What follows belongs to an exercise in optimizing a design on an open flow for small area and a short achievable clock period; a production flow would make more cautious choices. RTL that was checked went through simulation tests only; none was proved equivalent to the original.

cedar:
Design tta16, start of the top module:
module tta16 (
	input		cpu_clk_i,
	input		cpu_rst_i,
	output	reg		wb_cyc_o,
	output	reg	[1:0]	wb_stb_o,
	output	reg		wb_we_o,
	input			wb_ack_i,
	input			wb_rty_i,
	input			wb_err_i,
	output		[2:0]	wb_cti_o,
	output		[1:0]	wb_bte_o,
	output		[22:0]	wb_adr_o,
	output		[1:0]	wb_sel_o,
	output		[15:0]	wb_dat_o,
	input		[1:0]	wb_sel_i,
	input		[15:0]	wb_dat_i,
	output			imem_en_o,
	output	reg	[9:0]	imem_adr_o,
	input		[31:0]	imem_dat_i,
	output	reg	[1:0]	imem_we_o,
	output		[9:0]	imem_wadr_o,
	output	reg	[15:0]	imem_wdat_o
);
clock: 8.0 ns
lec_check: 0
abc_clock_period_in_ps: 3500
cap_margin: 20
core_margin: 2
core_utilization: 40
place_density: 0.6
setup_slack_margin: 4.5
slew_margin: 20
standard.sh (not shown) runs the stock make flow with config.mk's settings and CLKGATE_MAP_FILE= SYNTH_SCRIPT=/design/flow/synth_recipe.tcl, a recipe that flattens the netlist after the stock synthesis.
==> flow/flow/run.sh <==
#!/bin/bash
# The standard layout, with faster port buffers (buf_4 in place of the
# delay-buffer cell buffer_ports picks by default), which the resizer may
# then size as usual.
set -euo pipefail
export BUFFER_PORTS_ARGS="-buffer_cell sky130_fd_sc_hd__buf_4"
bash standard.sh > standard.log 2>&1
## Diff of input files: fjord against cedar
diff --git a/flow/design.v b/flow/design.v
--- a/flow/design.v
+++ b/flow/design.v
@@ -642,22 +642,28 @@
 	imem_we_o	<= {run_n && msr_n && dc_n == 3'd5,
 			    run_n && msr_n && dc_n == 3'd4};
 always @(posedge cpu_clk_i)
 	if (run && f_dst_c == 2'd3)	imem_wdat_o	<= com;
 always @(posedge cpu_clk_i)
 	if (run && t_reg)	rf[f_reg1]	<= t_data_c;
 always @(posedge cpu_clk_i)
 	if (cpu_rst_i)		x_bf	<= 0;
 	else if (run && t_sub)	{x_bf, x_diff}	<= {1'b0, t_com} - {1'b0, t_data_b};
+reg	[15:0]	mul_a, mul_b;
+always @(posedge cpu_clk_i)
+	if (run && f_dst_c == 2'd2) begin
+		mul_a	<= data_c;
+		mul_b	<= com;
+	end
 wire	[95:0]	mul_r;
 mul16_cs MUL (
-	.a	(t_data_c),
-	.b	(t_com),
+	.a	(mul_a),
+	.b	(mul_b),
 	.r	(mul_r)
 );
 always @(posedge cpu_clk_i)
 	if (run && t_mul)	x_prod	<= mul_r;
 reg	[15:0]	bits_n;
 always @(*)
 	case (t_mode)
 	0:	bits_n	= ~(t_data_b & t_com);
 	1:	bits_n	= t_data_b & t_com;
For cedar, the cell type of the slowest stage on the worst timing path was sky130_fd_sc_hd__nor3_4, unlike fjord, where it was sky130_fd_sc_hd__fa_1. Of fjord and cedar, the run reporting the higher flip-flop and latch count was fjord. Looking at smallest hold slack across fjord and cedar, the one that comes out lower is cedar. Relative to cedar, synthesis-to-layout area growth has gone up in fjord. The initial antenna violation count in fjord was higher than what cedar gave. In the metrics for fjord and cedar, the one carrying the higher final critical path time including I/O delays and setup is fjord. The final layout from fjord, which completed every stage, passed the timing, design-rule and antenna checks at the end of the flow. cedar: done, clean on timing, DRC and antenna.
For fjord, only the layout was checked, not whether the RTL still works.


P:
tta16, a different RTL version from the one above (not shown whole).
Size in the first run: roughly 580 flip-flops, roughly 140 I/O pins, roughly 36000 um2 of cells after synthesis.
Settings: LEC_CHECK=0, ABC_CLOCK_PERIOD_IN_PS=3500, CAP_MARGIN=20, CORE_MARGIN=2, CORE_UTILIZATION=40, PLACE_DENSITY=0.6, SETUP_SLACK_MARGIN=4.5, SLEW_MARGIN=20; clock period 8.0 ns.
Scripts as last shown in full above: flow/flow/run.sh
Setup changes, P to Q
--- a/flow/design.v
+++ b/flow/design.v
@@ -548,28 +548,25 @@
 	output		[15:0]	wb_dat_o,
 	input		[1:0]	wb_sel_i,
 	input		[15:0]	wb_dat_i,
 	output			imem_en_o,
 	output	reg	[9:0]	imem_adr_o,
 	input		[31:0]	imem_dat_i,
 	output	reg	[1:0]	imem_we_o,
 	output		[9:0]	imem_wadr_o,
 	output	reg	[15:0]	imem_wdat_o
 );
 reg		run;		 
 reg	[15:0]	rf[15:0];
-reg	[3:0]	t_idx0, t_idx1;		 
-reg		w_en;			 
-reg	[3:0]	w_idx;
-reg	[15:0]	w_data;
+reg	[15:0]	t_reg0, t_reg1;
 reg	[9:0]	pc_prev;
 reg		t_bra;
 reg	[9:0]	iadr;
 reg	[6:0]	rseg, wseg;
 reg	[15:0]	t_data_a, t_data_b, t_data_c, t_com;
 reg		t_rad, t_wad;			 
 reg		t_sub, t_bits;			 
 reg	[1:0]	t_mode;				 
 reg		t_reg, t_mul, t_msr;		 
 reg		x_zf, x_bf;
 reg	[15:0]	x_diff, x_bits, x_mem;
 reg	[95:0]	x_prod;				 
@@ -597,41 +594,34 @@
 assign	wb_cti_o	= 3'b000;
 assign	wb_bte_o	= 2'b00;
 assign	wb_sel_o	= 2'b11;
 assign	wb_adr_o	= wb_adr;
 assign	wb_dat_o	= wb_dat;
 assign	imem_en_o	= run;
 assign	imem_wadr_o	= iadr;
 wire	mem_op	= (f_dst_a == 3'd2 || f_dst_a == 3'd3);
 always @(posedge cpu_clk_i)
 	if (cpu_rst_i)		run	<= 1;
 	else if (wb_ack_i)	run	<= 1;
 	else if (mem_op)	run	<= 0;
-reg	[15:0]	t_reg0, t_reg1;
+reg	[15:0]	rd0, rd1;
 integer	k;
 always @(*) begin
-	t_reg0	= 16'd0;
-	t_reg1	= 16'd0;
+	rd0	= 16'd0;
+	rd1	= 16'd0;
 	for (k = 0; k < 16; k = k + 1) begin
-		t_reg0	= t_reg0 | (rf[k] & {16{t_idx0 == k}});
-		t_reg1	= t_reg1 | (rf[k] & {16{t_idx1 == k}});
+		rd0	= rd0 | (rf[k] & {16{f_reg0 == k}});
+		rd1	= rd1 | (rf[k] & {16{f_reg1 == k}});
 	end
 end
-always @(posedge cpu_clk_i)
-	if (run) begin
-		if (w_en)	rf[w_idx]	<= w_data;
-		w_en	<= t_reg;
-		w_idx	<= f_reg1;
-		w_data	<= t_data_c;
-	end
 reg	[15:0]	data_a, data_c, com;
 always @(*) begin
 	case (f_src_a)
 	0:	data_a	= t_com;
 	1:	data_a	= f_limm;
 	2:	data_a	= t_reg0;
 	3:	data_a	= x_mem;
 	endcase
 	case (f_src_c)
 	0:	data_c	= t_com;
 	1:	data_c	= x_diff;
 	2:	data_c	= t_reg1;
@@ -656,26 +646,26 @@
 		case (f_src_b)
 		0:	t_data_b	<= t_com;
 		1:	t_data_b	<= f_immed;
 		2:	t_data_b	<= t_reg0;
 		3:	t_data_b	<= x_mem;
 		endcase
 		t_sub	<= (f_dst_b == 3'd1 || f_dst_b == 3'd2);
 		t_bits	<= (f_dst_b == 3'd3 || f_dst_b[2]);
 		t_mode	<= f_dst_b[1:0];
 		t_reg	<= (f_dst_c == 2'd1);
 		t_mul	<= (f_dst_c == 2'd2);
 		t_msr	<= (f_dst_c == 2'd3);
-		t_idx0	<= f_reg0;
-		t_idx1	<= f_reg1;
+		t_reg0	<= rd0;
+		t_reg1	<= rd1;
 	end
 always @(posedge cpu_clk_i) begin
 	t_rad	<= run & (f_dst_a == 3'd2);
 	t_wad	<= run & (f_dst_a == 3'd3);
 end
 wire	jmp	= (f_dst_a == 3'd1) ||
 		  (f_dst_a == 3'd5 && !x_bf) ||
 		  (f_dst_a == 3'd4 && x_bf) ||
 		  (f_dst_a == 3'd7 && !x_zf) ||
 		  (f_dst_a == 3'd6 && x_zf);
 wire	bra	= !t_bra && jmp;
 always @(posedge cpu_clk_i)
@@ -687,24 +677,26 @@
 always @(posedge cpu_clk_i)
 	if (cpu_rst_i)		imem_adr_o	<= 10'd2;
 	else if (run)		imem_adr_o	<= bra ? data_a[9:0] : {pc[8:1], pc[0]^pc[3], pc[9]};
 wire	run_n	= cpu_rst_i || wb_ack_i || (run && !mem_op);
 wire	msr_n	= run ? (f_dst_c == 2'd3) : t_msr;
 wire	[2:0]	dc_n	= run ? data_c[2:0] : t_data_c[2:0];
 always @(posedge cpu_clk_i)
 	imem_we_o	<= {run_n && msr_n && dc_n == 3'd5,
 			    run_n && msr_n && dc_n == 3'd4};
 always @(posedge cpu_clk_i)
 	if (run && f_dst_c == 2'd3)	imem_wdat_o	<= com;
 always @(posedge cpu_clk_i)
+	if (run && t_reg)	rf[f_reg1]	<= t_data_c;
+always @(posedge cpu_clk_i)
 	if (cpu_rst_i)		x_bf	<= 0;
 	else if (run && t_sub)	{x_bf, x_diff}	<= {1'b0, t_com} - {1'b0, t_data_b};
 wire	[95:0]	mul_r;
 mul16_cs MUL (
 	.a	(t_data_c),
 	.b	(t_com),
 	.r	(mul_r)
 );
 always @(posedge cpu_clk_i)
 	if (run && t_mul)	x_prod	<= mul_r;
 reg	[15:0]	bits_n;
 always @(*)
[summary]
- Compared with P, Q improves final design area excluding fillers.
- Diff P -> Q: signal arrival time at the worst endpoint saw an increase, synthesized cell count dropped 217.
- Relative to P, non-clock buffer count increased by 8.3% in Q.
- Taking P as the reference, in Q global-route usage was more or less identical; antenna violation net count after detailed routing held; number of gates on the worst path with buffers counted now sits lower.
No functional check of the RTL was part of any run of this note.


trial 21:
RTL: one of the versions met above, not the one the previous note started from.
Size: ~610 flip-flops, ~34000 sq um of cells after synthesis.
export LEC_CHECK = 0
export ABC_AREA = 1
export CAP_MARGIN = 20
export CORE_MARGIN = 2
export CORE_UTILIZATION = 40
export PLACE_DENSITY = 0.6
export SETUP_SLACK_MARGIN = 4.5
export SLEW_MARGIN = 20
create_clock -name core_clock -period 8.0 [get_ports {cpu_clk_i}]
==> flow/flow/run.sh <==
#!/bin/bash
# The standard layout, with faster port buffers (buf_2 in place of the
# delay-buffer cell buffer_ports picks by default), which the resizer may
# then size as usual.
set -euo pipefail
export BUFFER_PORTS_ARGS="-buffer_cell sky130_fd_sc_hd__buf_2"
bash standard.sh > standard.log 2>&1
--- input diff trial 21..trial 12 ---
-- flow/design.v --
<<< trial 21, line 516
reg		run;		 
reg	[15:0]	rf[15:0];
reg	[15:0]	t_reg0, t_reg1;
reg	[9:0]	pc_prev;
reg		t_bra;
>>> trial 12, line 516
reg		run;		 
reg	[15:0]	rf[15:0];
reg	[3:0]	t_idx0, t_idx1;		 
reg		w_en;			 
reg	[3:0]	w_idx;
reg	[15:0]	w_data;
reg	[9:0]	pc_prev;
reg		t_bra;
<<< trial 21, line 562
	else if (wb_ack_i)	run	<= 1;
	else if (mem_op)	run	<= 0;
reg	[15:0]	rd0, rd1;
integer	k;
always @(*) begin
	rd0	= 16'd0;
	rd1	= 16'd0;
	for (k = 0; k < 16; k = k + 1) begin
		rd0	= rd0 | (rf[k] & {16{f_reg0 == k}});
		rd1	= rd1 | (rf[k] & {16{f_reg1 == k}});
	end
end
reg	[15:0]	data_a, data_c, com;
always @(*) begin
>>> trial 12, line 565
	else if (wb_ack_i)	run	<= 1;
	else if (mem_op)	run	<= 0;
reg	[15:0]	t_reg0, t_reg1;
integer	k;
always @(*) begin
	t_reg0	= 16'd0;
	t_reg1	= 16'd0;
	for (k = 0; k < 16; k = k + 1) begin
		t_reg0	= t_reg0 | (rf[k] & {16{t_idx0 == k}});
		t_reg1	= t_reg1 | (rf[k] & {16{t_idx1 == k}});
	end
end
always @(posedge cpu_clk_i)
	if (run) begin
		if (w_en)	rf[w_idx]	<= w_data;
		w_en	<= t_reg;
		w_idx	<= f_reg1;
		w_data	<= t_data_c;
	end
reg	[15:0]	data_a, data_c, com;
always @(*) begin
<<< trial 21, line 614
		t_mul	<= (f_dst_c == 2'd2);
		t_msr	<= (f_dst_c == 2'd3);
		t_reg0	<= rd0;
		t_reg1	<= rd1;
	end
always @(posedge cpu_clk_i) begin
>>> trial 12, line 624
		t_mul	<= (f_dst_c == 2'd2);
		t_msr	<= (f_dst_c == 2'd3);
		t_idx0	<= f_reg0;
		t_idx1	<= f_reg1;
	end
always @(posedge cpu_clk_i) begin
<<< trial 21, line 644
always @(posedge cpu_clk_i)
	if (run && f_dst_c == 2'd3)	imem_wdat_o	<= com;
always @(posedge cpu_clk_i)
	if (run && t_reg)	rf[f_reg1]	<= t_data_c;
always @(posedge cpu_clk_i)
	if (cpu_rst_i)		x_bf	<= 0;
>>> trial 12, line 654
always @(posedge cpu_clk_i)
	if (run && f_dst_c == 2'd3)	imem_wdat_o	<= com;
always @(posedge cpu_clk_i)
	if (cpu_rst_i)		x_bf	<= 0;
==> comparison <==
Trial 21 -> trial 12: die area decreased slightly. Portion of the clock cycle consumed by the worst path in the final layout: trial 12 higher than trial 21. | die boundary height | higher: trial 21 |. For trial 21, the source of the critical timing path was t_com[2], unlike trial 12, where it was imem_dat_i[15]. Trial 12 against trial 21: worst setup slack moved down, area share of fa/ha/maj cells after synthesis level, detailed-route wire length moved up, cell count moved up. Trial 12 against trial 21: fraction of area in multi-input gates increased by 1.3 points relative to the old numbers; total routing usage reported by global routing increased by 0.84 points relative to the old numbers; cell area after layout closely matched the old numbers. Hold slack: trial 12 < trial 21.
Function not checked in trial 12: the RTL went through the layout flow alone.

==> what the ideal ports hide <==
How much do the figures lean on ideal ports? The routed layouts below were timed once more, with nothing changed but the port constraints. Step 1 (the two cells are an assumption about what drives the block):
set clk [get_ports {cpu_clk_i}]
set_driving_cell -lib_cell sky130_fd_sc_hd__clkbuf_16 $clk
set_driving_cell -lib_cell sky130_fd_sc_hd__buf_2 [delete_from_list [all_inputs] $clk]
Step 2 adds t to the input delays and takes it off the output delays; t is the mean of the earliest and latest rising clock arrival at the registers after step 1. Input paths then give back, and output paths get back, about the clock's delay inside the block. Three values: no drivers, after step 1, after step 2; two values: the first two.
| run | t (ns) | setup WS [ns] | worst setup path at the end |
|---|---|---|---|
| cedar | 0.701 | 4.566 / 4.570 / 3.907 | input to register |
| fjord | 0.684 | 4.419 / 4.419 / 3.818 | input to register |
| P | 0.685 | 4.501 / 4.501 / 3.938 | input to register |
| Q | 0.704 | 4.427 / 4.443 / 3.739 | input to register |
| trial 21 | 0.692 | 4.505 / 4.505 / 3.929 | input to register |
| trial 12 | 0.684 | 4.461 / 4.498 / 3.817 | input to register |
After both steps setup and hold are still met in every run listed. For Q, which loses most, drivers alone change the setup slack by +0.016 ns; drivers and shift together by -0.688 ns.
